What follows belongs to an exercise in optimizing a design on an open flow for small area and a short achievable clock period; a production flow would make more cautious choices.
At most, simulation tests tie the RTL to the original design; equivalence was not proved.
No activity file was given, so power comes from the tool's default toggle rates.

== v6 ==
Design MyComputer, start of the top module:
module MyComputer(
	input Clock,
	output [9:0] LEDR,
	input [9:0] SW,
	input [3:0] KEY,
	output [6:0] HEX0,
	output [6:0] HEX1,
	output [6:0] HEX2,
	output [6:0] HEX3,
	output [6:0] HEX4,
	output [6:0] HEX5
);
	reg rs1, rs2, rst;
	reg [4:0] dcnt;
	wire dtog = (dcnt == 5'd29);
	wire rst_n = dtog ? !rst : rst;      
	always @(posedge Clock) begin
		rs1 <= SW[9];
		rs2 <= rs1;
		dcnt <= ((rst == rs2) | dtog) ? 5'd0 : dcnt + 5'd1;
		rst <= rst_n;
	end
	reg ts1;
	reg [3:0] k1, k2, k3;
	always @(posedge Clock) begin
		ts1 <= SW[8];
		k1 <= {KEY[3], ~KEY[2:0]};
		k2 <= k1;
		k3 <= k2;
	end
	wire [3:0] pb = k3 & ~k2;
	reg [7:0] pdat, dinp;
	always @(posedge Clock)
		if (k1[3] & ~KEY[3]) pdat <= SW[7:0];
	reg [7:0] cnt;
	reg go, ngo;
	wire cwrap = (cnt == 8'h68);
	wire go_n = !rst_n && ((!rst && cwrap) || ts1);
	always @(posedge Clock) begin
		cnt <= rst ? 8'h02 : cwrap ? 8'h01 : {cnt[6:0], cnt[7] ^ cnt[5] ^ cnt[4] ^ cnt[3]};
		go <= go_n;
		ngo <= !go_n;
	end
	reg [6:0] ip;
	reg [7:0] s0, s1, s2, s3;    
	reg [3:0] sz;                
	reg sz5;                     
	reg [5:0] gout;              
	reg enA, enB_n, enC, enD_n;  
	reg [5:0] flag;
	wire [6:0] tgt;
	wire g_ld0, g_ldsz, g4_set, g4_clr, g5_set, g5_clr, g6_set, g6_clr;
	wire s0_we, s1_we, s2_we, s3_we, d_we;
	wire f0_clr, f1_clr, f2_clr, f3_clr, f4_we, f5_we;
	wire sz_clr, sz_shl, sz_shr, sz_one, sz5_set, sz5_clr;
	wire s0_dinp, s0_s1, s0_sum, s0_mq, s1_s0, s2_s1, f4_sum, f5_shr;
	wire c_f0, c_f1, c_f2, c_f3, c_sz0, c_szeq1, c_sz1, c_sz2, c_sz3, c_fz, c_go;
	Ctrl ctl(.ip(ip), .tgt(tgt),
		.g_ld0(g_ld0), .g_ldsz(g_ldsz), .g4_set(g4_set), .g4_clr(g4_clr),
		.g5_set(g5_set), .g5_clr(g5_clr), .g6_set(g6_set), .g6_clr(g6_clr),
		.s0_we(s0_we), .s1_we(s1_we), .s2_we(s2_we), .s3_we(s3_we), .d_we(d_we),
		.f0_clr(f0_clr), .f1_clr(f1_clr), .f2_clr(f2_clr), .f3_clr(f3_clr),
		.f4_we(f4_we), .f5_we(f5_we),
		.sz_clr(sz_clr), .sz_shl(sz_shl), .sz_shr(sz_shr), .sz_one(sz_one),
  ...
Settings: LEC_CHECK=0, ABC_AREA=1, CAP_MARGIN=20, CORE_MARGIN=2, CORE_UTILIZATION=40, CTS_BUF_LIST=sky130_fd_sc_hd__clkbuf_8, CTS_CLUSTER_SIZE=20, PLACE_DENSITY=0.6, SLEW_MARGIN=20; clock period 11.0 ns.
standard.sh (not shown) runs the stock make flow with config.mk's settings and CLKGATE_MAP_FILE= SYNTH_SCRIPT=/design/flow/synth_recipe.tcl, a recipe that flattens the netlist after the stock synthesis.
==> flow/flow/run.sh <==
#!/bin/bash
# The standard layout (standard.sh), with buf_2 cells as the port buffers
# instead of the default delay buffers.
bash standard.sh "BUFFER_PORTS_ARGS=-buffer_cell sky130_fd_sc_hd__buf_2" finish > standard.log 2>&1
v6 completed every stage of the flow, and the final layout passed the timing, design-rule and antenna checks.
Input-level comparison between v7 and v6:
-- flow/design.v --
<<< v6, line 282
	reg sz5;                     
	reg [5:0] gout;              
	reg enA, enB_n, enC, enD_n;  
	reg [5:0] flag;
	wire [6:0] tgt;
>>> v7, line 282
	reg sz5;                     
	reg [5:0] gout;              
	reg enA, enB, enC, enD, enE_n;  
	reg [5:0] flag;
	wire [6:0] tgt;
<<< v6, line 390
		end
	end
	wire enA_set = !ngo & (g6_set | g_ldsz);
	wire enA_clr = !ngo & (g6_clr | g_ld0);
	wire enC_set = !ngo & (ip == 7'd58 || ip == 7'd63 || ip == 7'd111);
	wire enC_clr = !ngo & (ip == 7'd0 || ip == 7'd60);
	always @(posedge Clock) begin
		enA <= enA_set | (enA & !enA_clr);
		enB_n <= enA_clr | (enB_n & !enA_set);
		enC <= enC_set | (enC & !enC_clr);
		enD_n <= enC_clr | (enD_n & !enC_set);
	end
	reg [6:0] hx4, hx5;
>>> v7, line 390
		end
	end
	wire set_m = !ngo & (g6_set | g_ldsz);
	wire clr_m = !ngo & (g6_clr | g_ld0);
	wire set_x = !ngo & (ip == 7'd58 || ip == 7'd63 || ip == 7'd111);
	wire clr_x = !ngo & (ip == 7'd0 || ip == 7'd60);
	always @(posedge Clock) begin
		enA <= set_m | (enA & !clr_m);
		enB <= set_x | (enB & !clr_x);
		enC <= set_x | (enC & !clr_m);
		enD <= set_m | (enD & !clr_x);
		enE_n <= clr_m | (enE_n & !set_m);
	end
	reg [6:0] hx4, hx5;
<<< v6, line 409
	end
	assign LEDR = {flag[5], flag[4], flag[3], go, gout};
	assign HEX0 = {~(so_n[6:4] & {3{enC}}), ~(so_n[3:0] & {4{enA}})};
	assign HEX1 = {~(st_n[6:4] & {3{!enD_n}}), ~(st_n[3:0] & {4{!enB_n}})};
	assign HEX2 = {!(enC && h2neg), 3'b111, !(enC && h2one), !(enC && h2one), 1'b1};
	assign HEX3 = {!(!enD_n && h3neg), 6'h3f};
	assign HEX4 = hx4;
	assign HEX5 = hx5;
>>> v7, line 410
	end
	assign LEDR = {flag[5], flag[4], flag[3], go, gout};
	assign HEX0 = {~(so_n[6:4] & {3{enB}}), ~(so_n[3:0] & {4{enA}})};
	assign HEX1 = {~(st_n[6:4] & {3{enD}}), ~(st_n[3:0] & {4{enC}})};
	assign HEX2 = {!(!enE_n && h2neg), 3'b111, !(!enE_n && h2one), !(!enE_n && h2one), 1'b1};
	assign HEX3 = {!(enB && h3neg), 6'h3f};
	assign HEX4 = hx4;
	assign HEX5 = hx5;
## What came out
Summary of v7 over v6: number of antenna-violating nets in the routed design barely changed; routed wire length dropped about 4%; via count of the first global-routing pass dropped 70. Post-detailed-route wirelength per cell (v7 vs. v6) decreases by a few percent. Relative to v6, v7 degrades static power due to leakage. Compared with v6, v7 shows a higher number of instances in the synthesized netlist. Detailed-routing iteration count for the pre-antenna-repair pass for v7: 2 up relative to v6. Final core utilization ended up 0.41 points higher on v7 than on v6. Looking only at sequential area share after synthesis, and setting everything else aside, the lower value of v6 and v7 goes to v6. v7 -> v6: accumulated negative setup slack delta 0, exact match. There was hardly any difference in highest achievable clock rate between v6 and v7. Diff v6 -> v7: share of power burned in combinational logic has decreased, fraction of met1 tracks used by global routing down 2.0 points, total via count in the routed design was more or less identical.
The RTL of v7 was laid out without a check of its function.

afterwards: timing with drivers on the ports:
No port has a modelled driver above. Below, the same layouts with a new extraction and two added sets of constraints.
Step 1, drivers: a clkbuf_16 drives Clock and a buf_2 each remaining input, both assumed.
Step 2 moves the port delays by t, midway between the first and last clock arrival at a register: inputs arrive t later, outputs are due t later. That takes back most of the time a late clock gives input paths.
Slacks: ideal / step 1 / step 2; pairs: ideal / step 1.
run	t, ns	setup WS [ns]	worst register clock-pin slew, ns
v6	0.493	7.662 / 7.623 / 7.841	0.10 / 0.10
v7	0.499	7.658 / 7.618 / 7.794	0.10 / 0.10
After both steps setup and hold are still met in every run listed.
